Optimization exercise on an open flow, not production practice. RTL: at most simulated, not proved equivalent. Function not checked: run 4. Power: default activity.

--- design.v ---
module EF_PSRAM_CTRL_V2 (
    input   wire            clk,
    input   wire            rst,
    input   wire [23:0]     addr,
    input   wire [31: 0]    data_i,
    output  wire [31: 0]    data_o,
    input   wire [2:0]      size,
    input   wire            start,
    output  wire            done,
    input   wire  [3:0]     wait_states,
    input   wire  [7:0]     cmd,
    input   wire            rd_wr,
    input   wire            qspi,
    input   wire            qpi,
    input   wire            short_cmd,
    output  reg             sck,
    output  reg             ce_n,
    input   wire [3:0]      din,
    output  wire [3:0]      dout,
    output  wire [3:0]      douten
);
    localparam  IDLE = 1'b0, 
                BUSY = 1'b1;
    reg         state, nstate;
    reg [7:0]   counter;
    reg [23:0]  saddr;
    reg [7:0]   data [3:0]; 
    always @*
        case (state)
            IDLE: if(start) nstate = BUSY; else nstate = IDLE;
            BUSY: if(done) nstate = IDLE; else nstate = BUSY;
        endcase 
    always @ (posedge clk or posedge rst)
        if(rst) state <= IDLE;
        else state <= nstate;
    always @ (posedge clk or posedge rst)
        if(rst) 
            sck <= 1'b0;
        else if(done) 
            sck <= 1'b0;
        else if(~ce_n) 
            sck <= ~ sck;
    always @ (posedge clk or posedge rst)
        if(rst) 
            ce_n <= 1'b1;
        else if(done)
            ce_n <= 1'b1;
        else if (state == BUSY) 
            ce_n <= 1'b0;
        else 
            ce_n <= 1'b1;
    wire [7:0]  wait_start  = (~qpi ? 8 : 2)                     
                            + ((qpi | qspi) ? 6 : 24);           
    wire [7:0]  data_start  = wait_start + (rd_wr ? wait_states : 0);
    wire [7:0]  data_count  = ((qpi | qspi) ? 2 : 8) * size;    
    wire [7:0]  final_count = short_cmd ? 8 : data_start + data_count;
    assign done     = (counter == final_count);
    always @ (posedge clk or posedge rst)
        if(rst) 
            counter <= 8'b0;
        else if(sck & ~done) 
            counter <= counter + 1'b1;
        else if(state == IDLE) 
            counter <= 8'b0;
    wire [3:0]      dout_spi;
    wire [3:0]      dout_qspi;
    wire [3:0]      dout_qpi;
    wire [7:0]      spi_bit_index = (counter < 40)  ?   39 - (counter)  :
                                    (counter < 48)  ?   55 - (counter)  :
                                    (counter < 56)  ?   71 - (counter)  :
                                    (counter < 64)  ?   87 - (counter)  :
                                    0;
    assign dout_spi =   (counter < 8)   ?   cmd[7 - counter]            :
                        (counter < 32)  ?   addr[31 - counter]          : 
                        data_i[spi_bit_index];
    assign dout_qspi=   (counter < 8)   ?   cmd[7 - counter]            :
                        (counter == 8)  ?   addr[23:20]                 : 
                        (counter == 9)  ?   addr[19:16]                 :
                        (counter == 10) ?   addr[15:12]                 :
                        (counter == 11) ?   addr[11:8]                  :
                        (counter == 12) ?   addr[7:4]                   :
                        (counter == 13) ?   addr[3:0]                   :
                        (counter == 14) ?   data_i[7:4]                 :
                        (counter == 15) ?   data_i[3:0]                 :
                        (counter == 16) ?   data_i[15:12]               :
                        (counter == 17) ?   data_i[11:8]                :
                        (counter == 18) ?   data_i[23:20]               :
                        (counter == 19) ?   data_i[19:16]               :
                        (counter == 20) ?   data_i[31:28]               :                   
                        (counter == 21) ?   data_i[27:24]                 :
                        4'b0000;
    assign dout_qpi =   (counter == 0)  ?   cmd[7:4]                    :
                        (counter == 1)  ?   cmd[3:0]                    :
                        (counter == 2)  ?   addr[23:20]                 : 
                        (counter == 3)  ?   addr[19:16]                 :
                        (counter == 4)  ?   addr[15:12]                 :
                        (counter == 5)  ?   addr[11:8]                  :
                        (counter == 6)  ?   addr[7:4]                   :
                        (counter == 7)  ?   addr[3:0]                   :
                        (counter == 8)  ?   data_i[7:4]                 :
                        (counter == 9)  ?   data_i[3:0]                 :
                        (counter == 10) ?   data_i[15:12]               :
                        (counter == 11) ?   data_i[11:8]                :
                        (counter == 12) ?   data_i[23:20]               :
                        (counter == 13) ?   data_i[19:16]               :
                        (counter == 14) ?   data_i[31:28]               :                   
                        (counter == 15) ?   data_i[27:24]                 :
                        4'b0000;
    assign  dout    =   qpi     ?   dout_qpi    :
                        qspi    ?   dout_qspi   :
                        dout_spi;
    wire [7:0]  byte_index = (counter - data_start) >> ((qpi | qspi) ? 1 : 3);
    always @ (posedge clk)
        if(counter >= data_start && counter <= final_count)
            if(sck) 
                if(qpi | qspi) 
                    data[byte_index] <= {data[byte_index][3:0], din}; 
                else
                    data[byte_index] <= {data[byte_index][6:0], din[1]};  
    assign data_o = {data[3], data[2], data[1], data[0]};
    wire [3:0]  douten_qpi;
    wire [3:0]  douten_qspi;
    wire [3:0]  douten_spi;
    wire        has_wait_states = (wait_states != 0) & rd_wr;
    assign douten_spi   =   4'b0001;
    assign douten_qspi  =   (counter < 8)                               ?   4'b0001 :
                            (counter < 14)                              ?   4'b1111 :
                            ((counter < data_start) & has_wait_states)  ?   4'b0000 :
                            (rd_wr)                                     ?   4'b0000 :
                            4'b1111;
    assign douten_qpi   =   (counter < 2)                               ?   4'b1111 :
                            (counter < 8)                               ?   4'b1111 :
                            ((counter < data_start) & has_wait_states)  ?   4'b0000 :
                            (rd_wr)                                     ?   4'b0000 :
                            4'b1111;
    assign  douten      =   qpi     ?   douten_qpi    :
                            qspi    ?   douten_qspi   :
                            douten_spi;
endmodule
--- run.sh ---
#!/bin/bash
# synth_recipe.tcl (not shown) runs the flow's synth.tcl, then flattens the netlist and writes it again
# the make line also repeats each setting of config.mk as NAME=value (left out here)
make -C /OpenROAD-flow-scripts/flow DESIGN_CONFIG=/design/flow/config.mk WORK_HOME=/design/flow/orfs CLKGATE_MAP_FILE= SYNTH_SCRIPT=/design/flow/synth_recipe.tcl finish
--- config.mk ---
export PLATFORM = sky130hd
export DESIGN_NAME = EF_PSRAM_CTRL_V2
export DESIGN_NICKNAME = EF_PSRAM_CTRL_V2
export VERILOG_FILES = /design/flow/design.v
export SDC_FILE = /design/flow/constraint.sdc
export NUM_CORES = 4
export LEC_CHECK = 0
export CAP_MARGIN = 20
export CORE_MARGIN = 2
export CORE_UTILIZATION = 40
export SLEW_MARGIN = 20
--- constraint.sdc ---
create_clock -name core_clock -period 6.5 [get_ports {clk}]
set_input_delay 1.3000 -clock core_clock [delete_from_list [all_inputs] [get_ports {clk}]]
set_output_delay 1.3000 -clock core_clock [all_outputs]
set_load 0.01 [all_outputs]
==> results.sh, run 1 <==
export IMPL_status="no timing/DRC/antenna violations"
export IMPL_async_reset_ff_share_pct=25.6
export IMPL_boundaryPins=125
export IMPL_insertion_delay_ps=280
export IMPL_clock_sinks=43
export IMPL_yosysTopAreaCell="edfxtp_1"
export IMPL_n_antenna_cell=0
export IMPL_start_util_pct=41.0
export IMPL_p_int_mw=1.17
export IMPL_cts_path_max_buffers=2
export IMPL_final_common_cell="clkdlybuf4s50_1"
export IMPL_switching_share_pct=48.0
export IMPL_fin_skew_ps=2.79
export IMPL_p_seq_share_pct=18.3
export IMPL_portBuffers=124
export IMPL_drt_iter0_markers=434
export IMPL_power_density_nw_per_um2=325
export IMPL_grt_pass1_wl_mm=32.3
export IMPL_p_comb_share_pct=70.9
export IMPL_grt_ovfl_total=0
export IMPL_worst_slew_pin_slew_ps=879
export IMPL_synthFlopType="edfxtp_1"
export IMPL_drive_gt1_share_pct=11.5
export IMPL_firstDrtPassIters=5
export IMPL_crit_path_start_kind="primary input"
export IMPL_route_detailed_drc=0
export IMPL_grt_usage_pct=29.1
export IMPL_cts_root_buf="clkbuf_16"
export IMPL_cp_required_ps=5200
export IMPL_mappedNetlistArea_um2=5170
export IMPL_dieArea_um2=13800
export IMPL_ir_drop_uv=218
export IMPL_hold_violations=0
export IMPL_vias_per_cell=6.18
export IMPL_fin_crit_sh_pct=97.3
export IMPL_postRouteAntennaNets=0
export IMPL_placed_area_um2=6680
export IMPL_yosys_warnings=1
export IMPL_grt_antenna_before_repair=0
export IMPL_core_um2=12600
export IMPL_synth_cell_types=82
export IMPL_final_cell_mix="clkdlybuf4s50_1 (120), nand2_1 (54), nor2_1 (44), o21ai_0 (43), inv_1 (33)"
export IMPL_synth_edf_count=32
export IMPL_setup_viol=0
export IMPL_pwr_share_clk_pct=10.8
export IMPL_grt_pass1_vias=5770
export IMPL_cts_reportedPaths_clkPinSlew_ps=60
export IMPL_die_height_um=118
export IMPL_cp_arrival_ps=5020
export IMPL_htreeDepth=2
export IMPL_routed_wirelength_mm=20.5
export IMPL_cap_violations=0
export IMPL_crit_fanout=2
export IMPL_hp_class="reg2reg"
export IMPL_grt_max_degree=38
export IMPL_final_area_um2=6900
export IMPL_fmax_mhz=158
export IMPL_synth_fp_nets=740
export IMPL_numCtsBuffers=5
export IMPL_die_width_um=118
export IMPL_area_growth_pct=33.4
export IMPL_crit_type="in2out"
export IMPL_tritoncts="built"
export IMPL_rsz0062_at_grt="false"
export IMPL_place_ws_ps=-581
export IMPL_p_sw_mw=1.08
export IMPL_setup_worst_path_end_class="primary output"
export IMPL_period_needed_ps=6320
export IMPL_hpwlAfterDp_mm=15.8
export IMPL_avgSynthCellArea_um2=8.34
export IMPL_syn_inst=620
export IMPL_netlist_area_leader_share_pct=18.6
export IMPL_rows=41
export IMPL_wl_per_cell_um=22.4
export IMPL_ys_seq_elements=43
export IMPL_fin_nets=864
export IMPL_synth_seq_area_share_pct=23.9
export IMPL_leakagePower_nw=2.78
export IMPL_drv_slew=0
export IMPL_synth_area_top_cells="edfxtp_1 (19%), ha_1 (8.0%), mux2i_1 (5.8%)"
export IMPL_vias=5666
export IMPL_slew_headroom_pct=41.3
export IMPL_place_congestion=0.981
export IMPL_fin_ws_ps=177
export IMPL_fin_tns_setup_ps=0
## power by group through the flow
stage	combinational [mW]	sequential, mW	clock (mW)
finish	1.59	0.411	0.241
CTS	1.55	0.409	0.247
global route	1.72	0.416	0.254
global placement	1.52	0.414	0
floorplan	1.03	0.400	0
detailed placement	1.53	0.414	0
## cells in the mapped netlist, types with 5 or more instances
master     instances
a21o_1             8
mux4_2             8
mux2i_1           30
buf_2             13
nand4_1            9
a21oi_1           28
a2111oi_0          5
xor2_1             7
clkbuf_1          18
inv_1             36
dfrtp_1           10
a221oi_1           9
mux2_2             8
nand2b_1           8
a211oi_1          14
and3_1            12
and2_1             8
ha_1              33
edfxtp_1          32
xnor2_1            5
or3_1              5
a221o_1            6
fa_1               5
o21ai_0           43
o22ai_1            6
nand3_1           32
nor4_1             6
nor2_1            44
nor2b_1           11
o211ai_1          14
nand2_1           54
nor3_1            14
## worst max-delay path, stage by stage
cell and delay, ps:
clkdlybuf4s50_1 390, and2_1 170, fa_2 330, ha_1 200
inv_2 60, fa_2 450, inv_2 80, ha_4 190
ha_1 280, a21o_1 190, a21oi_2 140, nor2b_1 70
or3_4 380, ha_4 270, and4_4 230, nand3_2 80
inv_1 70, buf_2 130
## per-stage QoR
stage	power [mW]	utilization [%]	hold WS, ps	instances
finish	2.24	54.7	513	917
detailed placement	1.94	52.9	503	907
CTS	2.21	54.4	515	917
floorplan	1.43	-	439	620
global placement	1.93	52.9	490	907
global route	2.39	54.7	547	917
## cell type report
type | instances | area, um2
Multi-Input combinational cell | 500 | 3680
Tap cell | 172 | 215
Fill cell | 1230 | 5720
Inverter | 38 | 143
Sequential cell | 43 | 1240
Timing Repair Buffer | 156 | 1490
Clock inverter | 2 | 12.5
Clock buffer | 6 | 129
## metal layers
layer	share of wire, %	up-vias	track usage (%)
met2	48	284	49.4
met1	41	2729	36.6
met3	7.1	56	4.07
met4	3.8	0	13.3
met5	0	-	0
li1	-	2597	-
## registers in the layout, indices dropped and copies added, names as in the netlist
signal / cells
ce_n: 1
data: 32
state: 1
counter: 8
sck: 1
## final timing paths
kind | start | end | slack (ps) | depth (start not counted)
worst max-delay path | wait_states[1] | done | 180 | 18
worst min-delay path | state | ce_n | 510 | 1
worst max register to register | counter[0] | data[2][7] | 2860 | 11
worst min register to register | state | ce_n | 510 | 1
max in group asynchronous | rst | ce_n | 4860 | 2
min in group asynchronous | rst | counter[1] | 1310 | 2
## kinds of logic (layout without fill, tap and decap cells)
kind of cell    count (synthesis)  in the layout  synth area share (%)
buf+inv                        77            202                  6.41
mux                            47             47                  11.3
simple gates                  227            227                  22.9
xor+xnor                       12             12                  2.03
other cells                     1              1                0.0725
fa+ha+maj                      38             38                  9.92
flops                          43             43                  23.9
compound gates                175            175                  23.4
## what timing repair did
| action | 4_1_cts | 5_1_grt |
|---|---|---|
| setup buffers | 2 | 0 |
| hold buffers | 0 | 0 |
| pin swaps | 5 | 4 |
| endpoints found under the setup margin | 1 | 1 |
| gates resized for setup | 13 | 9 |
==> run 2: changes to the inputs <==
==> design.v (replaced) <==
module EF_PSRAM_CTRL_V2 (
    input   wire            clk,
    input   wire            rst,
    input   wire [23:0]     addr,
    input   wire [31: 0]    data_i,
    output  wire [31: 0]    data_o,
    input   wire [2:0]      size,
    input   wire            start,
    output  wire            done,
    input   wire  [3:0]     wait_states,
    input   wire  [7:0]     cmd,
    input   wire            rd_wr,
    input   wire            qspi,
    input   wire            qpi,
    input   wire            short_cmd,
    output  reg             sck,
    output  reg             ce_n,
    input   wire [3:0]      din,
    output  wire [3:0]      dout,
    output  wire [3:0]      douten
);
    reg         busy;
    reg [6:0]   counter;
    wire        quad = qpi | qspi;
    wire [6:0]  base        = qpi ? 7'd8 : (qspi ? 7'd14 : 7'd32);
    wire [6:0]  data_count  = quad ? {3'd0, size, 1'b0} : {1'b0, size, 3'd0};
    wire [6:0]  final_count = short_cmd ? 7'd8 :
                              base + (rd_wr ? {3'd0, wait_states} : 7'd0) + data_count;
    assign done = (counter == final_count);
    always @(posedge clk or posedge rst)
        if (rst)
            busy <= 1'b0;
        else if (busy)
            busy <= ~done;
        else
            busy <= start;
    always @(posedge clk or posedge rst)
        if (rst)
            ce_n <= 1'b1;
        else
            ce_n <= done | ~busy;
    always @(posedge clk or posedge rst)
        if (rst) begin
            counter <= 7'd0;
            sck     <= 1'b0;
        end else if (ce_n) begin
            counter <= 7'd0;
            sck     <= 1'b0;
        end else if (~done)
            {counter, sck} <= {counter, sck} + 8'd1;
    wire [63:0] stream;
    genvar gi;
    generate
        for (gi = 0; gi < 8; gi = gi + 1) begin : g_cmd
            assign stream[gi] = cmd[7 - gi];
        end
        for (gi = 0; gi < 24; gi = gi + 1) begin : g_addr
            assign stream[8 + gi] = addr[23 - gi];
        end
        for (gi = 0; gi < 32; gi = gi + 1) begin : g_data
            assign stream[32 + gi] = data_i[8 * (gi / 8) + 7 - (gi % 8)];
        end
    endgenerate
    wire        serial = ~qpi & (~qspi | (counter < 7'd8));
    wire [4:0]  nib    = qpi ? counter[4:0] : (counter[4:0] - 5'd6);
    wire [3:0]  m      = serial ? counter[5:2] : nib[3:0];
    wire        zero   = ~serial & nib[4];
    wire [3:0]  q;
    generate
        for (gi = 0; gi < 4; gi = gi + 1) begin : g_q
            wire [15:0] lane;
            genvar gk;
            for (gk = 0; gk < 16; gk = gk + 1) begin : g_l
                assign lane[gk] = stream[4 * gk + gi];
            end
            assign q[gi] = lane[m];
        end
    endgenerate
    wire [1:0]  bsel = serial ? counter[1:0] : 2'b11;
    assign dout[0] = (serial & counter[6]) ? data_i[0] : (~zero & q[bsel]);
    assign dout[1] = ~zero & q[2];
    assign dout[2] = ~zero & q[1];
    assign dout[3] = ~zero & q[0];
    wire        lt8  = (counter < 7'd8);
    wire        lt14 = (counter < 7'd14);
    assign douten[0]   = ~quad | ~rd_wr | lt8 | (~qpi & lt14);
    assign douten[3:1] = {3{qpi ? (lt8 | ~rd_wr) : (qspi & ~lt8 & (lt14 | ~rd_wr))}};
    reg  [31:0] data;
    wire [1:0]  phase = counter[1:0] - wait_states[1:0];
    wire [3:0]  lane_en;
    wire [3:0]  src;
    wire [3:0]  entry = {1'b1, size == 3'd3, size == 3'd2, size == 3'd1};
    generate
        for (gi = 0; gi < 4; gi = gi + 1) begin : g_lane
            assign lane_en[gi] = sck & (quad | (phase == 2'd3 - gi));
            assign src[gi]     = quad ? din[gi] : din[1];
        end
    endgenerate
    genvar gb, gj;
    generate
        for (gb = 0; gb < 4; gb = gb + 1) begin : g_byte
            for (gj = 0; gj < 4; gj = gj + 1) begin : g_bit
                wire chain_in;
                if (gb == 3) begin : g_top
                    assign chain_in = src[gj];
                end else begin : g_mid
                    assign chain_in = entry[gb] ? src[gj] : data[8 * gb + 12 + gj];
                end
                always @(posedge clk)
                    if (lane_en[gj]) begin
                        data[8 * gb + 4 + gj] <= data[8 * gb + gj];
                        data[8 * gb + gj]     <= chain_in;
                    end
            end
        end
    endgenerate
    assign data_o = data;
endmodule
--- a/config.mk
+++ b/config.mk
@@ -5,6 +5,7 @@
 export SDC_FILE = /design/flow/constraint.sdc
 export NUM_CORES = 4
 export LEC_CHECK = 0
+export ABC_AREA = 1
 export CAP_MARGIN = 20
 export CORE_MARGIN = 2
 export CORE_UTILIZATION = 40
==> run 2 against run 1 <==
  * Non-clock buffer count fell by 29
  * Synthesized cell count decreased by 35%
  * Worst setup slack improved by 180 ps
  * First-iteration DRC count is 67% lower
  * Combinational power shrank 58%
  * Register-to-register slack improved by 1100 ps
  * Critical path depth is 1 lower
  * Worst hold slack worse by 98 ps
  * Largest cell class unchanged
==> results.sh, run 2 <==
export IMPL_max_stage_delay_ps=530
export IMPL_grt_usage_pct=21.3
export IMPL_die_width_um=92.8
export IMPL_cap_violations=0
export IMPL_firstDrtPassIters=5
export IMPL_cp_top_family="buffers and inverters"
export IMPL_crit_type="in2out"
export IMPL_boundaryPins=125
export IMPL_period_needed_ps=6140
export IMPL_worstRegToRegCells=7
export IMPL_drt_iter0_markers=143
export IMPL_place_ws_ps=363
export IMPL_grt_antenna_before_repair=0
export IMPL_p_sw_mw=0.521
export IMPL_crit_fanout=10
export IMPL_mappedNetlistArea_um2=3150
export IMPL_grt_pass1_vias=2921
export IMPL_vias=3151
export IMPL_synth_fp_nets=495
export IMPL_fin_crit_sh_pct=94.4
export IMPL_setup_worst_path_end_class="primary output"
export IMPL_critPathSlowestCell="clkdlybuf4s50_1"
export IMPL_vias_per_cell=5.03
export IMPL_grt_max_degree=32
export IMPL_ys_seq_elements=42
export IMPL_final_area_um2=4550
export IMPL_final_cell_mix="nand2_1 (130), clkdlybuf4s50_1 (124), nand3_1 (80), edfxtp_1 (32), inv_1 (29)"
export IMPL_cp_arrival_ps=4840
export IMPL_top_register="data"
export IMPL_fin_tns_setup_ps=0
export IMPL_wl_per_cell_um=14.8
export IMPL_place_congestion=0.875
export IMPL_avgSynthCellArea_um2=7.82
export IMPL_hpwlAfterDp_mm=7.00
export IMPL_p_seq_share_pct=35.4
export IMPL_drive_gt1_share_pct=6.86
export IMPL_reg2reg_to="data[25]"
export IMPL_grt_pass1_wl_mm=14.6
export IMPL_cts_path_max_buffers=2
export IMPL_p_int_mw=0.840
export IMPL_utilization_pct=59.2
export IMPL_async_reset_ff_share_pct=23.8
export IMPL_numCtsBuffers=5
export IMPL_power_density_nw_per_um2=299
export IMPL_synthTopCellsByCount="nand2_1 (130), nand3_1 (80), edfxtp_1 (32), inv_1 (29), nor2_1 (25)"
export IMPL_setup_viol=0
export IMPL_placed_area_um2=4430
export IMPL_reg_top3="data x32, counter x7"
export IMPL_fmax_mhz=163
export IMPL_synth_most_common_cell="nand2_1"
export IMPL_start_util_pct=41.0
export IMPL_die_height_um=92.8
export IMPL_fin_nets=616
export IMPL_hold_start="busy"
export IMPL_r2r_slack_ps=3940
export IMPL_clock_sinks=42
export IMPL_worst_slew_pin_slew_ps=956
export IMPL_synth_area_top_cells="edfxtp_1 (31%), nand2_1 (15%), nand3_1 (13%)"
export IMPL_p_comb_share_pct=49.2
export IMPL_hp_class="reg2reg"
export IMPL_portBuffers=124
export IMPL_whs_path_depth=1
export IMPL_route_detailed_drc=0
export IMPL_routed_wirelength_mm=9.25
export IMPL_rows=32
export IMPL_status="no timing/DRC/antenna violations"
export IMPL_holdPathEnd="ce_n"
export IMPL_synth_edf_count=32
export IMPL_pwr_share_clk_pct=15.4
export IMPL_rsz0062_at_grt="false"
export IMPL_cts_root_buf="clkbuf_8"
export IMPL_yosysTopAreaCell="edfxtp_1"
export IMPL_cp_required_ps=5200
export IMPL_largest_reg_flops=32
export IMPL_ir_drop_uv=182
export IMPL_postRouteAntennaNets=0
export IMPL_fin_skew_ps=8.97
export IMPL_core_um2=7690
export IMPL_grt_ovfl_total=0
export IMPL_htreeDepth=2
export IMPL_switching_share_pct=38.3
export IMPL_area_growth_pct=44.4
export IMPL_leakagePower_nw=1.93
export IMPL_final_common_cell="nand2_1"
export IMPL_insertion_delay_ps=290
export IMPL_crit_path_start_kind="primary input"
export IMPL_r2r_start="counter[0]"
export IMPL_path_cells="clkdlybuf4s50_1, buf_4, inv_4, nand2_2, inv_2, fa_1, ha_1, fa_1, a21oi_1, o21ai_0, xor2_1, a21oi_1, nand2_1, nor2_1, nand2_2, inv_1, clkdlybuf4s50_1"
export IMPL_syn_inst=403
export IMPL_post_cts_buffers=0
export IMPL_postCtsHoldBufs=0
export IMPL_dieArea_um2=8600
export IMPL_cts_reportedPaths_clkPinSlew_ps=90
export IMPL_netlist_area_leader_share_pct=30.5
export IMPL_synth_seq_area_share_pct=38.5
export IMPL_ctsResizeCount=0
export IMPL_worst_path_buf_inv=6
export IMPL_slew_headroom_pct=35.8
export IMPL_yosys_warnings=1
export IMPL_synthFlopType="edfxtp_1"
export IMPL_synth_cell_types=34
export IMPL_hold_violations=0
export IMPL_drv_slew=0
export IMPL_fin_ws_ps=362
export IMPL_tritoncts="built"
export IMPL_n_antenna_cell=0
[run 2: changes by cell type after synthesis, moves of 13 or more]
cell      before  now
nand3_1       32   80
nand2_1       54  130
ha_1          33    6
mux2i_1       30    0
a21oi_1       28    9
o21ai_0       43    8
clkbuf_1      18    0
a211oi_1      14    0
o211ai_1      14    1
nor2_1        44   25
[run 2: routing by layer]
metal  global-route usage (%)  vias to the layer above  part of all wire [%]  routed length, um
li1                         -                     1590                     -                  -
met1                     30.7                     1425                    48               4450
met2                     33.3                      129                    44               4090
met3                     3.74                        7                   7.2                665
met4                     5.27                        0                  0.50                 46
met5                        0                        -                     0                  0
[run 2: area by class of cell]
| type | instances | area (um2) |
|---|---|---|
| fillers | 687 | 3140 |
| clock inverters | 3 | 43.8 |
| multi-input cells | 314 | 1700 |
| well taps | 102 | 128 |
| repair buffers | 127 | 1260 |
| clock buffers | 5 | 68.8 |
| inverters | 34 | 133 |
| flip-flops and latches | 42 | 1210 |
[run 2: worst max-delay path by stage]
stage / from / to / slack [ps] / cells past startpoint
3_3_place_gp: qpi / done / 410 / 17
2_1_floorplan: qspi / done / 1560 / 14
5_1_grt: qpi / done / 4 / 17
6_report: qpi / done / 360 / 17
4_1_cts: qpi / done / 350 / 17
3_5_place_dp: qpi / done / 360 / 17
[run 2: stage by stage]
stage / power (mW) / hold WS [ps] / cells
floorplan: 0.861 / 382 / 403
global placement: 1.16 / 401 / 619
detailed placement: 1.16 / 403 / 619
CTS: 1.37 / 418 / 627
global route: 1.46 / 455 / 627
finish: 1.36 / 414 / 627
[run 2: logic make-up after synthesis]
family / synth area share [%]
adders and majority gates: 4.92
and+or+nand+nor: 40.3
xor gates and xnor gates: 3.06
buffers and inverters: 7.66
DFF: 38.5
AOI/OAI and AO/OA: 5.52
[run 2: power by group through the flow]
stage	Sequential [mW]	Combinational, mW	Clock, mW
after detailed placement	0.488	0.672	0
after floorplan	0.512	0.349	0
after CTS	0.483	0.675	0.215
after global routing	0.494	0.739	0.225
after global placement	0.484	0.673	0
final	0.482	0.670	0.210
[run 2: worst register-to-register path, cell delays in order, from the launching register on]
cell and delay, ps:
dfrtp_1 550, inv_1 260, ha_1 250, xor2_1 140
xor2_1 170, inv_1 90, nand2_1 50, a21oi_1 680
==> run 3: changes to the inputs <==
==> flow/run.sh (new file) <==
#!/bin/bash
# Standard layout, with the smallest buffer on each input and output port.
set -euo pipefail
export BUFFER_PORTS_ARGS="-buffer_cell sky130_fd_sc_hd__buf_1"
bash standard.sh > standard.log 2>&1
==> standard.sh (new file) <==
#!/bin/bash
# synth_recipe.tcl (not shown) runs the flow's synth.tcl, then flattens the netlist and writes it again
# the make line also repeats each setting of config.mk as NAME=value (left out here)
make -C /OpenROAD-flow-scripts/flow DESIGN_CONFIG=/design/flow/config.mk WORK_HOME=/design/flow/orfs CLKGATE_MAP_FILE= SYNTH_SCRIPT=/design/flow/synth_recipe.tcl "${@:-finish}"
removed: run.sh
==> run 3 against run 2 <==
  * Still clean
  * Global-route usage shrank 1.5 points
  * Synthesized cell count stayed put
  * Sequential power about the same
  * Critical path depth fell by 2
  * Fmax up 5.7%
  * Routed wire length shrank 7.5%
  * Total power down 14%
  * Die area did not move
  * Count of clock-buffer cells in the layout is 1 higher
  * Combinational power fell by 22%
  * Critical path type unchanged
==> results.sh, run 3 <==
export IMPL_post_place_cells=616
export IMPL_grt_ovfl_total=0
export IMPL_ys_seq_elements=42
export IMPL_path_cells="buf_1, nor2_1, o21ai_0, fa_1, inv_1, fa_1, a21oi_1, o21ai_0, xor2_1, a21oi_1, nand2_1, nor2_1, nand2_2, inv_1, buf_1"
export IMPL_synth_fp_nets=495
export IMPL_switching_share_pct=43.4
export IMPL_mappedNetlistArea_um2=3150
export IMPL_power_mw=1.17
export IMPL_yosysTopAreaCell="edfxtp_1"
export IMPL_numCtsBuffers=5
export IMPL_ctsResizeCount=0
export IMPL_p_comb_share_pct=44.7
export IMPL_n_fill_cell=862
export IMPL_cap_violations=0
export IMPL_fin_skew_ps=9.35
export IMPL_rows=32
export IMPL_hold_violations=0
export IMPL_startpoint="qspi"
export IMPL_grt_antenna_before_repair=0
export IMPL_cts_reportedPaths_clkPinSlew_ps=80
export IMPL_setup_worst_path_end_class="primary output"
export IMPL_firstDrtPassIters=7
export IMPL_crit_fanout=11
export IMPL_area_growth_pct=18.1
export IMPL_synthTopCellsByCount="nand2_1 (130), nand3_1 (80), edfxtp_1 (32), inv_1 (29), nor2_1 (25)"
export IMPL_slew_headroom_pct=35.7
export IMPL_htreeDepth=2
export IMPL_crit_type="in2out"
export IMPL_crit_path_start_kind="primary input"
export IMPL_reg_top3="data x32, counter x7"
export IMPL_place_congestion=0.880
export IMPL_avgSynthCellArea_um2=7.82
export IMPL_cts_path_max_buffers=2
export IMPL_final_cell_mix="nand2_1 (130), buf_1 (124), nand3_1 (80), edfxtp_1 (32), inv_1 (29)"
export IMPL_route_detailed_drc=0
export IMPL_die_width_um=92.8
export IMPL_netlist_area_leader_share_pct=30.5
export IMPL_p_seq_share_pct=40.9
export IMPL_grt_max_degree=32
export IMPL_drv_slew=0
export IMPL_largest_reg_flops=32
export IMPL_grt_pass1_vias=2818
export IMPL_post_cts_buffers=0
export IMPL_r2r_start="counter[0]"
export IMPL_core_um2=7690
export IMPL_path_depth=15
export IMPL_setup_viol=0
export IMPL_fmax_mhz=172
export IMPL_start_util_pct=41.0
export IMPL_status="no timing/DRC/antenna violations"
export IMPL_syn_inst=403
export IMPL_vias=3051
export IMPL_drt_iter0_markers=130
export IMPL_postCtsHoldBufs=0
export IMPL_synth_edf_count=32
export IMPL_fin_crit_sh_pct=89.4
export IMPL_cp_arrival_ps=4510
export IMPL_synthFlopType="edfxtp_1"
export IMPL_synth_most_common_cell="nand2_1"
export IMPL_p_int_mw=0.663
export IMPL_hpwlAfterDp_mm=6.70
export IMPL_cts_root_buf="clkbuf_8"
export IMPL_grt_pass1_wl_mm=13.7
export IMPL_synth_cell_types=34
export IMPL_dieArea_um2=8600
export IMPL_final_common_cell="nand2_1"
export IMPL_drive_gt1_share_pct=5.94
export IMPL_vias_per_cell=4.89
export IMPL_worst_path_buf_inv=4
export IMPL_synth_seq_area_share_pct=38.5
export IMPL_portBuffers=124
export IMPL_hold_start="busy"
export IMPL_tritoncts="built"
export IMPL_hp_class="reg2reg"
export IMPL_leakagePower_nw=1.57
export IMPL_async_reset_ff_share_pct=23.8
export IMPL_fin_nets=613
export IMPL_final_cells=624
export IMPL_insertion_delay_ps=290
export IMPL_pwr_share_clk_pct=14.3
export IMPL_p_sw_mw=0.509
export IMPL_clock_sinks=42
export IMPL_synth_area_top_cells="edfxtp_1 (31%), nand2_1 (15%), nand3_1 (13%)"
export IMPL_period_needed_ps=5810
export IMPL_boundaryPins=125
export IMPL_r2r_slack_ps=3990
export IMPL_multiInputGateArea_um2=1700
export IMPL_max_stage_delay_ps=670
export IMPL_wl_per_cell_um=13.7
export IMPL_cp_required_ps=5200
export IMPL_n_antenna_cell=0
export IMPL_postRouteAntennaNets=0
export IMPL_ir_drop_uv=156
export IMPL_rsz0062_at_grt="false"
export IMPL_power_density_nw_per_um2=315
export IMPL_routed_wirelength_mm=8.56
export IMPL_worstRegToRegCells=6
export IMPL_fin_tns_setup_ps=0
export IMPL_yosys_warnings=1
export IMPL_regArea_um2=1210
export IMPL_critPathSlowestCell="nor2_1"
export IMPL_reg2reg_to="data[18]"
export IMPL_cp_top_family="simple AND/OR/NAND/NOR gates"
export IMPL_top_register="data"
export IMPL_worst_slew_pin_slew_ps=956
export IMPL_die_height_um=92.8
export IMPL_cp_endpoint="done"
export IMPL_grt_usage_pct=19.8
[run 3: cell counts after synthesis]
No cell type changed its count.
[run 3: per-stage QoR]
step,instance area (um2),hold slack (ps),util [%],worst slack (ps)
floorplan,3150,382,-,1560
global placement,3630,401,47.3,798
detailed placement,3630,404,47.3,717
CTS,3720,418,48.4,712
global route,3720,425,48.4,382
finish,3720,412,48.4,692
[run 3: final cells by class]
cell class              instances  area share, %
clock buffers                   6           1.95
well taps                     102           3.43
clock inverters                 2          0.370
inverters                      34           3.56
repair buffers                124           12.5
multi-input cells             314           45.6
flip-flops and latches         42           32.6
[run 3: power groups by stage]
stage / logic, mW / clock network (mW) / registers [mW]
floorplan: 0.349 / 0 / 0.512
global placement: 0.523 / 0 / 0.485
detailed placement: 0.529 / 0 / 0.488
CTS: 0.531 / 0.171 / 0.482
global route: 0.598 / 0.181 / 0.493
finish: 0.524 / 0.168 / 0.480
[run 3: worst min-delay path by stage]
| stage | to | slack, ps | cells past startpoint |
|---|---|---|---|
| final | ce_n | 410 | 1 |
| after global routing | ce_n | 430 | 1 |
| after CTS | ce_n | 420 | 1 |
| after detailed placement | ce_n | 400 | 1 |
| after global placement | ce_n | 400 | 1 |
| after floorplan | ce_n | 380 | 1 |
[run 3: cell families after synthesis]
family,after synthesis,synth area share [%]
compound gates,29,5.52
xor+xnor,11,3.06
fa+ha+maj,10,4.92
buf+inv,47,7.66
flops,42,38.5
simple gates,264,40.3
[run 3: metal layers]
metal  global-route usage, %  routed length [um]
met2                    32.7                3800
met3                    2.03                 606
met1                    28.2                4060
met5                       0                   0
met4                    4.17                  93
[run 3: worst register-to-register path: stages (launching register included)]
cell and delay, ps:
dfrtp_1 490, inv_1 310, ha_1 220, xor2_1 170
xor2_1 240, nand2_1 90, a21oi_1 610
==> run 4: changes to the inputs <==
--- a/design.v
+++ b/design.v
@@ -65,6 +65,12 @@
     wire [4:0]  nib    = qpi ? counter[4:0] : (counter[4:0] - 5'd6);
     wire [3:0]  m      = serial ? counter[5:2] : nib[3:0];
     wire        zero   = ~serial & nib[4];
+    wire [15:0] sel;
+    generate
+        for (gi = 0; gi < 16; gi = gi + 1) begin : g_sel
+            assign sel[gi] = (m == gi);
+        end
+    endgenerate
     wire [3:0]  q;
     generate
         for (gi = 0; gi < 4; gi = gi + 1) begin : g_q
@@ -73,7 +79,7 @@
             for (gk = 0; gk < 16; gk = gk + 1) begin : g_l
                 assign lane[gk] = stream[4 * gk + gi];
             end
-            assign q[gi] = lane[m];
+            assign q[gi] = |(lane & sel);
         end
     endgenerate
     wire [1:0]  bsel = serial ? counter[1:0] : 2'b11;
==> flow/run.sh (replaced) <==
#!/bin/bash
# Standard layout, with two changes: an area-oriented ABC script for the
# technology mapping, and the smallest buffer on each input and output port.
set -euo pipefail
here=$(pwd)
export BUFFER_PORTS_ARGS="-buffer_cell sky130_fd_sc_hd__buf_1"
export AREA_ABC_SCRIPT=$here/flow/area.abc
cat flow/abc_override.tcl synth_recipe.tcl > area_synth.tcl
bash standard.sh SYNTH_SCRIPT=$here/area_synth.tcl finish > standard.log 2>&1
==> flow/abc_override.tcl (new file) <==
# Map with an area-oriented ABC script in place of ORFS's.
proc abc {args} {
  set i [lsearch -exact $args -script]
  if { $i >= 0 } { lset args [expr { $i + 1 }] $::env(AREA_ABC_SCRIPT) }
  yosys abc {*}$args
}
==> flow/area.abc (new file) <==
strash
dc2
dch -f
amap
--- a/config.mk
+++ b/config.mk
@@ -9,4 +9,5 @@
 export CAP_MARGIN = 20
 export CORE_MARGIN = 2
 export CORE_UTILIZATION = 40
+export GPL_TIMING_DRIVEN = 0
 export SLEW_MARGIN = 20
==> run 4 against run 3 <==
  * Still clean on timing, DRC and antenna
  * Clock power is 4% higher
  * Total power is 7.5% higher
  * Register-to-register slack worse by 240 ps
  * Critical path depth is 1 higher
  * Combinational power increased by 15%
  * Worst setup slack got worse by 500 ps
  * Global-route usage grew 1.3 points
  * Clock skew rose by 2.9 ps
  * Sequential power up 0.8%
  * First-iteration DRC count is 76% higher
  * Synthesized cell count is 32% lower
  * Critical path type unchanged
  * Highest routed layer unchanged
==> results.sh, run 4 <==
export IMPL_syn_inst=275
export IMPL_status="no timing/DRC/antenna violations"
export IMPL_yosys_warnings=1
export IMPL_place_congestion=0.949
export IMPL_r2r_slack_ps=3750
export IMPL_fin_nets=504
export IMPL_crit_path_start_kind="primary input"
export IMPL_fin_crit_sh_pct=97.1
export IMPL_fin_tns_setup_ps=0
export IMPL_portBuffers=124
export IMPL_numCtsBuffers=5
export IMPL_drt_iter0_markers=229
export IMPL_crit_type="in2out"
export IMPL_largest_reg_flops=32
export IMPL_synth_edf_count=32
export IMPL_async_reset_ff_share_pct=23.8
export IMPL_insertion_delay_ps=310
export IMPL_htreeDepth=2
export IMPL_drive_gt1_share_pct=9.44
export IMPL_path_cells="buf_1, clkinv_1, a21oi_2, clkinv_1, a222oi_1, buf_4, clkinv_1, nor4_2, a222oi_1, nand4_1, nand3b_1, nor3_1, a31oi_1, nor2_1, o41ai_1, buf_1"
export IMPL_boundaryPins=125
export IMPL_dieArea_um2=7070
export IMPL_top_register="data"
export IMPL_grt_usage_pct=21.1
export IMPL_grt_pass1_wl_mm=11.9
export IMPL_grt_ovfl_total=0
export IMPL_leakagePower_nw=1.12
export IMPL_fin_ws_ps=192
export IMPL_cts_path_max_buffers=2
export IMPL_synthFlopType="edfxtp_1"
export IMPL_die_height_um=84.1
export IMPL_r2r_start="counter[1]"
export IMPL_rows=29
export IMPL_synth_seq_area_share_pct=47.2
export IMPL_utilization_pct=55.0
export IMPL_synthTopCellsByCount="nor2_1 (51), clkinv_1 (35), edfxtp_1 (32), a21oi_1 (21), nand2_1 (19)"
export IMPL_worst_slew_pin_slew_ps=886
export IMPL_whs_ps=413
export IMPL_period_needed_ps=6310
export IMPL_max_stage_delay_ps=600
export IMPL_n_antenna_cell=0
export IMPL_start_util_pct=40.9
export IMPL_met2_length_mm=3.75
export IMPL_crit_fanout=8
export IMPL_wl_per_cell_um=16.1
export IMPL_drv_slew=0
export IMPL_met3_length_um=735
export IMPL_synth_area_top_cells="edfxtp_1 (37%), dfrtp_1 (8.8%), nor2_1 (7.5%)"
export IMPL_worst_path_buf_inv=6
export IMPL_ir_drop_uv=198
export IMPL_core_um2=6280
export IMPL_reg_top3="data x32, counter x7"
export IMPL_grt_antenna_before_repair=0
export IMPL_setup_viol=0
export IMPL_power_density_nw_per_um2=365
export IMPL_routed_wirelength_mm=7.87
export IMPL_grt_pass1_vias=2522
export IMPL_vias=2825
export IMPL_avgSynthCellArea_um2=9.33
export IMPL_cts_root_buf="clkbuf_8"
export IMPL_cap_violations=0
export IMPL_vias_per_cell=5.77
export IMPL_timing_critical_path_mode_cell="clkinv_1"
export IMPL_final_cell_mix="buf_1 (124), nor2_1 (50), edfxtp_1 (32), clkinv_1 (31), a21oi_1 (20)"
export IMPL_hp_class="reg2reg"
export IMPL_cp_arrival_ps=5010
export IMPL_synth_most_common_cell="nor2_1"
export IMPL_hold_start="busy"
export IMPL_mappedNetlistArea_um2=2570
export IMPL_wl_met1_mm=3.26
export IMPL_fin_skew_ps=12.3
export IMPL_hold_violations=0
export IMPL_fmax_mhz=159
export IMPL_die_width_um=84.1
export IMPL_synth_cell_types=29
export IMPL_top_layer_used="met4"
export IMPL_ys_seq_elements=42
export IMPL_tritoncts="built"
export IMPL_final_common_cell="buf_1"
export IMPL_firstDrtPassIters=7
export IMPL_power_mw=1.26
export IMPL_postRouteAntennaNets=0
export IMPL_hpwlAfterDp_mm=6.01
export IMPL_critPathSlowestCell="nor4_2"
export IMPL_area_growth_pct=34.5
export IMPL_cp_required_ps=5200
export IMPL_cts_reportedPaths_clkPinSlew_ps=80
export IMPL_yosysTopAreaCell="edfxtp_1"
export IMPL_startpoint="qpi"
export IMPL_synth_fp_nets=367
export IMPL_setup_worst_path_end_class="primary output"
export IMPL_grt_max_degree=16
export IMPL_cp_top_family="buffers and inverters"
export IMPL_rsz0062_at_grt="true"
export IMPL_slew_headroom_pct=40.4
export IMPL_place_ws_ps=-542
export IMPL_route_detailed_drc=0
export IMPL_clock_sinks=42
export IMPL_netlist_area_leader_share_pct=37.4
-- run 4: cell types whose count changed in the layout (fill, tap and decap cells not counted), sizes merged, moves of 7 or more --
cell / delta
xor2: -10
nor2: +23
clkinv: +31
a211oi: +9
a21oi: +12
nand2: -120
a222oi: +18
nor3: +7
a22oi: +7
inv: -32
nand3: -80
buf: +8
nor4: +17
-- run 4: power by group --
group	internal [mW]	switching [mW]
clock	0.0775	0.0973
combinational	0.207	0.394
sequential	0.417	0.0664
-- run 4: stage by stage --
stage	area, um2	std cells
floorplan	2570	275
global placement	3130	476
detailed placement	3130	476
CTS	3270	489
global route	3450	490
finish	3450	490
-- run 4: kinds of logic after synthesis --
logic type | after synthesis | synth area share (%)
AND/OR/NAND/NOR | 110 | 19.4
AO/OA/AOI/OAI | 76 | 21.6
flip-flops | 42 | 47.2
buffers and inverters | 37 | 5.70
adder cells (fa/ha/maj) | 10 | 6.05
-- run 4: final timing paths --
check                                  end  depth (start not counted)
min in group asynchronous       counter[4]                          2
worst min-delay path                  ce_n                          1
worst max register to register  counter[6]                         12
max in group asynchronous             ce_n                          2
worst max-delay path               dout[0]                         16
worst min register to register        ce_n                          1
-- run 4: layout make-up --
class | instances | area [um2]
timing repair buffer | 130 | 510
clock buffer | 5 | 68.8
tap | 77 | 96.3
buffer | 2 | 15.0
sequential | 42 | 1210
clock inverter | 3 | 25.0
fill | 573 | 2830
inverter | 35 | 140
multi-input combinational | 196 | 1380
-- run 4: metal layers --
| layer | track usage, % | up-vias |
|---|---|---|
| met3 | 4.75 | 14 |
| met5 | 0 | - |
| met4 | 6.01 | 0 |
| met2 | 34.5 | 158 |
| met1 | 28.1 | 1309 |
| li1 | - | 1344 |
-- run 4: worst reg2reg max path: cells and delay by family, from the launching register on --
kind | cells | cell delay, ps
simple gates | 5 | 920
compound gates | 5 | 780
flops | 1 | 490
buf+inv | 2 | 480
-- run 4: timing repair --
action	CTS	global route
gates resized for setup	3	27
endpoints found under the hold margin	0	0
endpoints found under the setup margin	4	5
setup buffers	5	1
hold buffers	0	0
cloned	0	0
pin swaps	3	1
==> run 5: changes to the inputs <==
--- a/design.v
+++ b/design.v
@@ -22,11 +22,11 @@
     reg         busy;
     reg [6:0]   counter;
     wire        quad = qpi | qspi;
-    wire [6:0]  base        = qpi ? 7'd8 : (qspi ? 7'd14 : 7'd32);
-    wire [6:0]  data_count  = quad ? {3'd0, size, 1'b0} : {1'b0, size, 3'd0};
-    wire [6:0]  final_count = short_cmd ? 7'd8 :
-                              base + (rd_wr ? {3'd0, wait_states} : 7'd0) + data_count;
-    assign done = (counter == final_count);
+    wire [6:0]  cq = (qspi & ~qpi) ? counter - 7'd6 : counter;
+    wire [6:0]  k  = quad ? {2'b00, size[2], ~size[2], size[1:0], 1'b0}
+                          : {size[2], ~size[2], size[1:0], 3'b000};
+    wire [6:0]  w  = rd_wr ? {3'd0, wait_states} : 7'd0;
+    assign done = short_cmd ? (counter == 7'd8) : (cq == k + w);
     always @(posedge clk or posedge rst)
         if (rst)
             busy <= 1'b0;
@@ -62,15 +62,7 @@
         end
     endgenerate
     wire        serial = ~qpi & (~qspi | (counter < 7'd8));
-    wire [4:0]  nib    = qpi ? counter[4:0] : (counter[4:0] - 5'd6);
-    wire [3:0]  m      = serial ? counter[5:2] : nib[3:0];
-    wire        zero   = ~serial & nib[4];
-    wire [15:0] sel;
-    generate
-        for (gi = 0; gi < 16; gi = gi + 1) begin : g_sel
-            assign sel[gi] = (m == gi);
-        end
-    endgenerate
+    wire [4:0]  m      = serial ? counter[6:2] : cq[4:0];
     wire [3:0]  q;
     generate
         for (gi = 0; gi < 4; gi = gi + 1) begin : g_q
@@ -79,14 +71,14 @@
             for (gk = 0; gk < 16; gk = gk + 1) begin : g_l
                 assign lane[gk] = stream[4 * gk + gi];
             end
-            assign q[gi] = |(lane & sel);
+            assign q[gi] = lane[m[3:0]] & ~m[4];
         end
     endgenerate
     wire [1:0]  bsel = serial ? counter[1:0] : 2'b11;
-    assign dout[0] = (serial & counter[6]) ? data_i[0] : (~zero & q[bsel]);
-    assign dout[1] = ~zero & q[2];
-    assign dout[2] = ~zero & q[1];
-    assign dout[3] = ~zero & q[0];
+    assign dout[0] = q[bsel] | (serial & counter[6] & data_i[0]);
+    assign dout[1] = q[2];
+    assign dout[2] = q[1];
+    assign dout[3] = q[0];
     wire        lt8  = (counter < 7'd8);
     wire        lt14 = (counter < 7'd14);
     assign douten[0]   = ~quad | ~rd_wr | lt8 | (~qpi & lt14);
==> flow/run.sh (replaced) <==
#!/bin/bash
# Standard layout, with three changes: an area-oriented ABC script for the
# technology mapping, the smallest buffer on each input and output port, and
# a clock tree of small buffers without dummy loads.
set -euo pipefail
here=$(pwd)
export BUFFER_PORTS_ARGS="-buffer_cell sky130_fd_sc_hd__buf_1"
export AREA_ABC_SCRIPT=$here/flow/area.abc
export CTS_ARGS="-repair_clock_nets -buf_list sky130_fd_sc_hd__clkbuf_16 -dont_use_dummy_load"
cat flow/abc_override.tcl synth_recipe.tcl > area_synth.tcl
bash standard.sh SYNTH_SCRIPT=$here/area_synth.tcl finish > standard.log 2>&1
--- a/config.mk
+++ b/config.mk
@@ -9,5 +9,4 @@
 export CAP_MARGIN = 20
 export CORE_MARGIN = 2
 export CORE_UTILIZATION = 40
-export GPL_TIMING_DRIVEN = 0
 export SLEW_MARGIN = 20
==> run 5 against run 4 <==
  * Flip-flop and latch count unchanged
  * Critical path type unchanged
  * Cell count increased by 1.0%
  * Worst setup slack improved by 370 ps
  * Non-clock buffer count decreased by 3
  * First-iteration DRC count decreased by 37%
  * Critical endpoint unchanged
==> results.sh, run 5 <==
export IMPL_reg_top3="data x32, counter x7"
export IMPL_syn_inst=286
export IMPL_post_cts_buffers=0
export IMPL_routed_wirelength_mm=7.47
export IMPL_p_sw_mw=0.574
export IMPL_cts_reportedPaths_clkPinSlew_ps=50
export IMPL_p_int_mw=0.786
export IMPL_place_ws_ps=597
export IMPL_core_um2=6280
export IMPL_max_stage_delay_ps=560
export IMPL_p_seq_share_pct=36.9
export IMPL_path_cells="buf_1, nor2_1, buf_4, a21oi_1, clkinv_1, o22ai_2, clkinv_1, o22ai_1, o32ai_1, nor2_1, a31oi_1, o22ai_1, nor3_1, nor3_1, o32ai_1, buf_1"
export IMPL_cts_root_buf="clkbuf_16"
export IMPL_postRouteAntennaNets=0
export IMPL_fin_nets=509
export IMPL_cp_arrival_ps=4640
export IMPL_route_detailed_drc=0
export IMPL_die_width_um=84.2
export IMPL_synthFlopType="edfxtp_1"
export IMPL_crit_path_start_kind="primary input"
export IMPL_drt_iter0_markers=144
export IMPL_place_congestion=0.837
export IMPL_largest_reg_flops=32
export IMPL_yosysTopAreaCell="edfxtp_1"
export IMPL_fmax_mhz=168
export IMPL_crit_fanout=25
export IMPL_postCtsHoldBufs=0
export IMPL_p_comb_share_pct=46.6
export IMPL_portBuffers=124
export IMPL_drv_slew=0
export IMPL_top_register="data"
export IMPL_cp_required_ps=5200
export IMPL_status="no timing/DRC/antenna violations"
export IMPL_avgSynthCellArea_um2=8.99
export IMPL_fin_skew_ps=10.9
export IMPL_crit_type="in2out"
export IMPL_ys_seq_elements=42
export IMPL_cap_violations=0
export IMPL_leakagePower_nw=1.11
export IMPL_grt_ovfl_total=0
export IMPL_numCtsBuffers=5
export IMPL_area_growth_pct=27.8
export IMPL_rsz0062_at_grt="false"
export IMPL_n_antenna_cell=0
export IMPL_pwr_share_clk_pct=16.5
export IMPL_drive_gt1_share_pct=2.87
export IMPL_final_cell_mix="buf_1 (124), nor2_1 (52), clkinv_1 (35), edfxtp_1 (32), o22ai_1 (31)"
export IMPL_fin_ws_ps=565
export IMPL_cp_endpoint="dout[0]"
export IMPL_switching_share_pct=42.2
export IMPL_r2r_slack_ps=3380
export IMPL_async_reset_ff_share_pct=23.8
export IMPL_hold_violations=0
export IMPL_grt_pass1_wl_mm=12.0
export IMPL_ir_drop_uv=209
export IMPL_netlist_area_leader_share_pct=37.4
export IMPL_firstDrtPassIters=4
export IMPL_vias=2700
export IMPL_reg2reg_to="counter[6]"
export IMPL_start_util_pct=41.0
export IMPL_synth_most_common_cell="nor2_1"
export IMPL_synthTopCellsByCount="nor2_1 (52), clkinv_1 (35), edfxtp_1 (32), o22ai_1 (32), a21oi_1 (27)"
export IMPL_worstRegToRegCells=13
export IMPL_synth_edf_count=32
export IMPL_final_common_cell="buf_1"
export IMPL_grt_antenna_before_repair=0
export IMPL_wl_per_cell_um=15.1
export IMPL_tritoncts="built"
export IMPL_yosys_warnings=1
export IMPL_power_density_nw_per_um2=414
export IMPL_startpoint="qspi"
export IMPL_period_needed_ps=5940
export IMPL_ctsResizeCount=0
export IMPL_mappedNetlistArea_um2=2570
export IMPL_insertion_delay_ps=280
export IMPL_hpwlAfterDp_mm=5.96
export IMPL_grt_pass1_vias=2559
export IMPL_synth_area_top_cells="edfxtp_1 (37%), dfrtp_1 (8.8%), o22ai_1 (7.8%)"
export IMPL_fin_crit_sh_pct=91.3
export IMPL_htreeDepth=2
export IMPL_cts_path_max_buffers=2
export IMPL_r2r_start="counter[1]"
export IMPL_slew_headroom_pct=34.1
export IMPL_dieArea_um2=7090
export IMPL_setup_worst_path_end_class="primary output"
export IMPL_n_fill_cell=638
export IMPL_worst_slew_pin_slew_ps=981
export IMPL_setup_viol=0
export IMPL_synth_cell_types=31
export IMPL_boundaryPins=125
export IMPL_fin_tns_setup_ps=0
export IMPL_vias_per_cell=5.45
export IMPL_hp_class="reg2reg"
export IMPL_grt_max_degree=33
export IMPL_critPathSlowestCell="clkinv_1"
export IMPL_clock_sinks=42
export IMPL_rows=29
export IMPL_synth_seq_area_share_pct=47.2
export IMPL_synth_fp_nets=375
export IMPL_grt_usage_pct=21.3
export IMPL_die_height_um=84.2
==> run 5: critical path, delay by kind of cell <==
kind                   cells  cell delay, ps
buffers and inverters      5            1280
AND/OR/NAND/NOR            4             430
AO/OA/AOI/OAI              7            1620
==> run 5: per-layer routing <==
layer / share of wire (%) / GRT usage [%] / wire length (um) / vias to the layer above
met1: 46 / 28.6 / 3410 / 1236
li1: - / - / - / 1381
met5: 0 / 0 / 0 / -
met2: 49 / 35.6 / 3630 / 76
met4: 1.2 / 5.87 / 92 / 0
met3: 4.6 / 3.83 / 343 / 7
==> run 5: cells by family after synthesis <==
logic type,count (synthesis),share of synthesized area (%)
and+or+nand+nor,87,13.8
AOI/OAI and AO/OA,112,29.3
buffers and inverters,37,5.69
DFF,42,47.2
xor gates and xnor gates,1,0.341
adders and majority gates,7,3.70
==> run 5: final cells by class <==
class                      count  area, um2  share of cell area (%)
clock buffer                   5        125                    3.81
inverter                      35        131                    4.00
multi-input combinational    207       1220                    37.1
sequential                    42       1210                    36.9
tap                           77       96.3                    2.93
timing repair buffer         129        503                    15.3
==> run 5: power groups by stage <==
stage	combinational, mW	sequential [mW]	clock, mW
finish	0.634	0.503	0.225
global route	0.704	0.518	0.242
CTS	0.635	0.505	0.230
detailed placement	0.631	0.510	0
global placement	0.621	0.505	0
floorplan	0.390	0.533	0
==> run 5: worst min-delay path by stage <==
stage / from / endpoint / slack, ps / cells after the start
CTS: busy / ce_n / 410 / 1
finish: busy / ce_n / 410 / 1
global placement: busy / ce_n / 390 / 1
global route: data[2] / data[6] / 440 / 0
floorplan: busy / ce_n / 380 / 1
detailed placement: busy / ce_n / 400 / 1
==> run 5: metrics by stage <==
stage	instances	hold slack, ps	util (%)	total power, mW	area (um2)
global placement	490	392	50.4	1.13	3160
finish	495	406	52.4	1.36	3290
floorplan	286	379	-	0.923	2580
global route	495	442	52.4	1.46	3290
detailed placement	490	403	50.4	1.14	3160
CTS	495	411	52.4	1.37	3290
==> run 6: changes to the inputs <==
--- a/flow/run.sh
+++ b/flow/run.sh
@@ -6,6 +6,7 @@
 here=$(pwd)
 export BUFFER_PORTS_ARGS="-buffer_cell sky130_fd_sc_hd__buf_1"
 export AREA_ABC_SCRIPT=$here/flow/area.abc
-export CTS_ARGS="-repair_clock_nets -buf_list sky130_fd_sc_hd__clkbuf_16 -dont_use_dummy_load"
+export GPL_KEEP_OVERFLOW=0
+export CTS_ARGS="-sink_clustering_enable -repair_clock_nets -dont_use_dummy_load"
 cat flow/abc_override.tcl synth_recipe.tcl > area_synth.tcl
 bash standard.sh SYNTH_SCRIPT=$here/area_synth.tcl finish > standard.log 2>&1
==> run 6 against run 5 <==
  * Area after synthesis unchanged
  * Final area shrank 1.6%
  * Via count rose by 4.5%
  * Worst setup slack worse by 260 ps
  * Global-route usage grew 0.43 points
  * Routed wire length rose by 3.5%
  * Count of clock-buffer cells in the layout stayed put
  * Critical path depth fell by 5
  * Sequential share of layout area grew 0.58 points
  * Synthesized cell count unchanged
  * Total power shrank 4.3%
  * Die area is the same
  * Critical endpoint unchanged
  * Largest cell class unchanged
==> results.sh, run 6 <==
export IMPL_setup_viol=0
export IMPL_crit_type="in2out"
export IMPL_grt_usage_pct=21.7
export IMPL_multiInputGateArea_um2=1260
export IMPL_final_common_cell="buf_1"
export IMPL_routed_wirelength_mm=7.74
export IMPL_rows=29
export IMPL_route_detailed_drc=0
export IMPL_numCtsBuffers=5
export IMPL_grt_ovfl_total=0
export IMPL_mappedNetlistArea_um2=2570
export IMPL_ir_drop_uv=208
export IMPL_clock_sinks=42
export IMPL_cp_arrival_ps=4890
export IMPL_async_reset_ff_share_pct=23.8
export IMPL_fin_crit_sh_pct=95.2
export IMPL_place_congestion=0.887
export IMPL_synth_area_top_cells="edfxtp_1 (37%), dfrtp_1 (8.8%), o22ai_1 (7.8%)"
export IMPL_cts_root_buf="clkbuf_8"
export IMPL_rsz0062_at_grt="false"
export IMPL_setup_worst_path_end_class="primary output"
export IMPL_ys_seq_elements=42
export IMPL_die_height_um=84.2
export IMPL_htreeDepth=2
export IMPL_power_density_nw_per_um2=403
export IMPL_yosys_warnings=1
export IMPL_leakagePower_nw=1.07
export IMPL_hold_violations=0
export IMPL_p_seq_share_pct=39.2
export IMPL_drt_iter0_markers=185
export IMPL_period_needed_ps=6190
export IMPL_grt_busiest_layer="met2"
export IMPL_netlist_area_leader_share_pct=37.4
export IMPL_synth_edf_count=32
export IMPL_fin_ws_ps=309
export IMPL_grt_util_met1_pct=29.9
export IMPL_synthTopCellsByCount="nor2_1 (52), clkinv_1 (35), edfxtp_1 (32), o22ai_1 (32), a21oi_1 (27)"
export IMPL_pwr_share_clk_pct=11.3
export IMPL_die_width_um=84.2
export IMPL_crit_path_start_kind="primary input"
export IMPL_synth_fp_nets=375
export IMPL_grt_pass1_wl_mm=12.7
export IMPL_p_comb_share_pct=49.5
export IMPL_max_stage_delay_ps=540
export IMPL_grt_antenna_before_repair=0
export IMPL_final_area_um2=3240
export IMPL_critPathSlowestCell="clkinv_1"
export IMPL_tritoncts="built"
export IMPL_place_ws_ps=-505
export IMPL_grt_use_met3_pct=4.23
export IMPL_cts_reportedPaths_clkPinSlew_ps=60
export IMPL_cap_violations=0
export IMPL_portBuffers=124
export IMPL_area_growth_pct=25.8
export IMPL_switching_share_pct=44.8
export IMPL_reg_top3="data x32, counter x7"
export IMPL_synth_most_common_cell="nor2_1"
export IMPL_top_register="data"
export IMPL_syn_inst=286
export IMPL_worst_slew_pin_slew_ps=953
export IMPL_power_mw=1.30
export IMPL_timing_critical_path_mode_cell="clkinv_1"
export IMPL_crit_fanout=17
export IMPL_core_um2=6280
export IMPL_path_cells="buf_1, clkinv_1, a21oi_2, clkinv_1, o22ai_4, clkinv_1, a221oi_1, o32ai_1, o221a_1, o32ai_1, buf_1"
export IMPL_hp_class="reg2reg"
export IMPL_firstDrtPassIters=4
export IMPL_fin_nets=505
export IMPL_slew_headroom_pct=36.0
export IMPL_regArea_um2=1210
export IMPL_fmax_mhz=162
export IMPL_post_cts_buffers=0
export IMPL_dieArea_um2=7090
export IMPL_grt_max_degree=33
export IMPL_p_int_mw=0.719
export IMPL_utilization_pct=51.5
export IMPL_synth_seq_area_share_pct=47.2
export IMPL_p_sw_mw=0.584
export IMPL_postCtsHoldBufs=0
export IMPL_status="no timing/DRC/antenna violations"
export IMPL_avgSynthCellArea_um2=8.99
export IMPL_start_util_pct=41.0
export IMPL_final_cell_mix="buf_1 (124), nor2_1 (51), clkinv_1 (34), edfxtp_1 (32), o22ai_1 (30)"
export IMPL_postRouteAntennaNets=0
export IMPL_hpwlAfterDp_mm=5.97
export IMPL_grt_pass1_vias=2659
export IMPL_yosysTopAreaCell="edfxtp_1"
export IMPL_drv_slew=0
export IMPL_boundaryPins=125
export IMPL_largest_reg_flops=32
export IMPL_insertion_delay_ps=290
export IMPL_placed_area_um2=3140
export IMPL_vias_per_cell=5.75
export IMPL_vias=2822
export IMPL_n_antenna_cell=0
export IMPL_n_fill_cell=630
export IMPL_wl_per_cell_um=15.8
export IMPL_cp_required_ps=5200
export IMPL_cts_path_max_buffers=2
export IMPL_synth_cell_types=31
export IMPL_fin_skew_ps=16.7
export IMPL_synthFlopType="edfxtp_1"
export IMPL_use_met2_pct=36.1
export IMPL_drive_gt1_share_pct=2.90
-- run 6: kinds of logic after synthesis --
logic type | after synthesis | synth area share (%)
AO/OA/AOI/OAI | 112 | 29.3
XOR/XNOR | 1 | 0.341
adder cells (fa/ha/maj) | 7 | 3.70
buffers and inverters | 37 | 5.69
flip-flops | 42 | 47.2
AND/OR/NAND/NOR | 87 | 13.8
-- run 6: power by group through the flow --
stage / sequential, mW / combinational, mW / clock, mW
after floorplan: 0.533 / 0.390 / 0
after global placement: 0.506 / 0.613 / 0
after detailed placement: 0.515 / 0.626 / 0
after CTS: 0.509 / 0.636 / 0.154
after global routing: 0.524 / 0.716 / 0.161
final: 0.510 / 0.645 / 0.147
-- run 6: per-stage QoR --
stage | cells | hold WS (ps) | setup TNS [ps]
CTS | 491 | 421 | 0
global route | 491 | 447 | 0
detailed placement | 485 | 410 | -1020
global placement | 485 | 415 | -1780
floorplan | 286 | 379 | 0
finish | 491 | 412 | 0
-- run 6: layout make-up --
type                    instances  area share [%]
clock buffers                   5            2.13
inverters                      35            4.14
multi-input cells             208            38.9
flip-flops and latches         42            37.5
well taps                      77            2.98
repair buffers                124            14.4
-- run 6: metal layers --
| metal | routed length, um | part of all wire (%) | vias up |
|---|---|---|---|
| met4 | 96 | 1.2 | 0 |
| met5 | 0 | 0 | - |
| li1 | - | - | 1378 |
| met2 | 3770 | 49 | 102 |
| met3 | 484 | 6.3 | 13 |
| met1 | 3390 | 44 | 1329 |
-- run 6: final timing paths --
kind | slack (ps) | endpoint | depth (start not counted) | startpoint
max reg2reg | 3370 | counter[6] | 13 | counter[2]
min in group asynchronous | 910 | busy | 2 | rst
max | 310 | dout[0] | 11 | qpi
min | 410 | ce_n | 1 | busy
max in group asynchronous | 5320 | ce_n | 2 | rst
min reg2reg | 410 | ce_n | 1 | busy
-- run 6: worst max-delay path: cells and delay by family --
family	cells	cell delay (ps)
AO/OA/AOI/OAI	6	2150
buffers and inverters	5	1440
-- run 6: repair_timing --
item | in CTS | in global routing
gates resized for setup | 2 | 3
cloned | 1 | 0
hold endpoints to repair | 0 | 0
pin swaps | 1 | 0
endpoints found under the setup margin | 4 | 2
==> run 7: changes to the inputs <==
--- a/flow/run.sh
+++ b/flow/run.sh
@@ -6,7 +6,6 @@
 here=$(pwd)
 export BUFFER_PORTS_ARGS="-buffer_cell sky130_fd_sc_hd__buf_1"
 export AREA_ABC_SCRIPT=$here/flow/area.abc
-export GPL_KEEP_OVERFLOW=0
 export CTS_ARGS="-sink_clustering_enable -repair_clock_nets -dont_use_dummy_load"
 cat flow/abc_override.tcl synth_recipe.tcl > area_synth.tcl
 bash standard.sh SYNTH_SCRIPT=$here/area_synth.tcl finish > standard.log 2>&1
==> run 7 against run 6 <==
  * Sequential share of layout area rose by 0.058 points
  * Largest power group unchanged
  * Cell count grew 0.81%
  * Routed wire length decreased by 3.7%
  * Clock power rose by 3%
  * Flip-flop and latch count stayed put
  * Die area unchanged
  * Clock skew increased by 2.4 ps
  * Fmax rose by 4.7%
  * Highest routed layer unchanged
==> results.sh, run 7 <==
export IMPL_path_cells="buf_1, nor2_1, buf_4, a21oi_1, clkinv_1, o22ai_2, clkinv_1, o22ai_1, o32ai_1, nor2_1, a31oi_1, o22ai_1, nor3_1, nor3_1, o32ai_1, buf_1"
export IMPL_rows=29
export IMPL_p_sw_mw=0.566
export IMPL_grt_ovfl_total=0
export IMPL_grt_use_met3_pct=3.54
export IMPL_syn_inst=286
export IMPL_crit_type="in2out"
export IMPL_worstRegToRegCells=13
export IMPL_portBuffers=124
export IMPL_numCtsBuffers=5
export IMPL_postCtsHoldBufs=0
export IMPL_netlist_area_leader_share_pct=37.4
export IMPL_slew_headroom_pct=35.9
export IMPL_final_cells=495
export IMPL_p_seq_share_pct=39.0
export IMPL_cts_root_buf="clkbuf_8"
export IMPL_wl_per_cell_um=15.1
export IMPL_synth_most_common_cell="nor2_1"
export IMPL_drv_slew=0
export IMPL_place_congestion=0.837
export IMPL_final_area_um2=3230
export IMPL_cts_reportedPaths_clkPinSlew_ps=70
export IMPL_place_ws_ps=597
export IMPL_p_int_mw=0.719
export IMPL_synth_area_top_cells="edfxtp_1 (37%), dfrtp_1 (8.8%), o22ai_1 (7.8%)"
export IMPL_cap_violations=0
export IMPL_final_cell_mix="buf_1 (124), nor2_1 (52), clkinv_1 (35), edfxtp_1 (32), o22ai_1 (31)"
export IMPL_drive_gt1_share_pct=2.87
export IMPL_routed_wirelength_mm=7.45
export IMPL_fin_tns_setup_ps=0
export IMPL_grt_busiest_layer="met2"
export IMPL_utilization_pct=51.5
export IMPL_p_comb_share_pct=49.2
export IMPL_drt_iter0_markers=116
export IMPL_yosysTopAreaCell="edfxtp_1"
export IMPL_insertion_delay_ps=300
export IMPL_synthFlopType="edfxtp_1"
export IMPL_top_register="data"
export IMPL_final_common_cell="buf_1"
export IMPL_max_stage_delay_ps=550
export IMPL_pwr_share_clk_pct=11.8
export IMPL_htreeDepth=2
export IMPL_start_util_pct=41.0
export IMPL_core_um2=6280
export IMPL_use_met2_pct=35.7
export IMPL_crit_fanout=25
export IMPL_dieArea_um2=7090
export IMPL_post_cts_buffers=0
export IMPL_yosys_warnings=1
export IMPL_firstDrtPassIters=4
export IMPL_mappedNetlistArea_um2=2570
export IMPL_synth_cell_types=31
export IMPL_power_density_nw_per_um2=398
export IMPL_synth_edf_count=32
export IMPL_fin_skew_ps=19.1
export IMPL_die_width_um=84.2
export IMPL_vias_per_cell=5.44
export IMPL_synth_fp_nets=375
export IMPL_grt_max_degree=33
export IMPL_boundaryPins=125
export IMPL_cp_required_ps=5200
export IMPL_grt_pass1_vias=2567
export IMPL_ctsResizeCount=0
export IMPL_fin_crit_sh_pct=91.0
export IMPL_tritoncts="built"
export IMPL_largest_reg_flops=32
export IMPL_grt_util_met1_pct=28.3
export IMPL_cts_path_max_buffers=2
export IMPL_area_growth_pct=25.6
export IMPL_hold_violations=0
export IMPL_n_fill_cell=646
export IMPL_fmax_mhz=169
export IMPL_grt_usage_pct=20.9
export IMPL_die_height_um=84.2
export IMPL_clock_sinks=42
export IMPL_setup_viol=0
export IMPL_period_needed_ps=5920
export IMPL_post_place_cells=490
export IMPL_grt_antenna_before_repair=0
export IMPL_crit_path_start_kind="primary input"
export IMPL_whs_path_depth=1
export IMPL_critPathSlowestCell="clkinv_1"
export IMPL_grt_pass1_wl_mm=12.0
export IMPL_rsz0062_at_grt="false"
export IMPL_synth_seq_area_share_pct=47.2
export IMPL_cp_arrival_ps=4620
export IMPL_fin_ws_ps=585
export IMPL_vias=2693
export IMPL_worst_slew_pin_slew_ps=954
export IMPL_n_antenna_cell=0
export IMPL_async_reset_ff_share_pct=23.8
export IMPL_route_detailed_drc=0
export IMPL_setup_worst_path_end_class="primary output"
export IMPL_ys_seq_elements=42
export IMPL_hp_class="reg2reg"
export IMPL_synthTopCellsByCount="nor2_1 (52), clkinv_1 (35), edfxtp_1 (32), o22ai_1 (32), a21oi_1 (27)"
export IMPL_switching_share_pct=44.0
export IMPL_hpwlAfterDp_mm=5.96
export IMPL_reg_top3="data x32, counter x7"
export IMPL_leakagePower_nw=1.09
export IMPL_avgSynthCellArea_um2=8.99
export IMPL_status="no timing/DRC/antenna violations"
-- run 7: cell counts after synthesis --
No cell type changed its count.
-- run 7: worst max-delay path: cells and delay by family --
| family | cells | cell delay, ps |
|---|---|---|
| compound gates | 7 | 1620 |
| simple gates | 4 | 430 |
| buf+inv | 5 | 1270 |
-- run 7: layout make-up --
type / count / area, um2 / share of cell area (%)
multi-input combinational: 207 / 1220 / 37.7
sequential: 42 / 1210 / 37.5
timing repair buffer: 129 / 503 / 15.6
inverter: 35 / 131 / 4.07
tap: 77 / 96.3 / 2.98
clock buffer: 5 / 68.8 / 2.13
-- run 7: power by group through the flow --
stage / clock [mW] / combinational [mW] / sequential [mW]
2_1_floorplan: 0 / 0.390 / 0.533
3_3_place_gp: 0 / 0.621 / 0.505
3_5_place_dp: 0 / 0.631 / 0.510
4_1_cts: 0.156 / 0.634 / 0.504
5_1_grt: 0.168 / 0.703 / 0.517
6_report: 0.151 / 0.633 / 0.502
-- run 7: metal layers --
layer  up-vias  routed length [um]
li1       1385                   -
met1      1237                3450
met2        64                3650
met3         7                 286
met4         0                  68
met5         -                   0
-- run 7: logic make-up (layout without fill, tap and decap cells) --
family	Yosys count	after routing	share of synthesized area, %
AND/OR/NAND/NOR	87	87	13.8
adder cells (fa/ha/maj)	7	7	3.70
XOR/XNOR	1	1	0.341
AO/OA/AOI/OAI	112	112	29.3
flip-flops	42	42	47.2
buffers and inverters	37	169	5.69
-- run 7: stage by stage --
stage                     power (mW)  hold WS, ps
after global routing            1.39          445
final                           1.29          409
after floorplan                0.923          379
after detailed placement        1.14          403
after CTS                       1.29          414
after global placement          1.13          392
-- run 7: path summary, 6_finish.rpt --
path | start | end | slack (ps)
max in group asynchronous | rst | ce_n | 5340
worst min-delay path | busy | ce_n | 410
worst max register to register | counter[1] | counter[6] | 3380
min in group asynchronous | rst | counter[0] | 900
worst max-delay path | qpi | dout[0] | 580
worst min register to register | busy | ce_n | 410
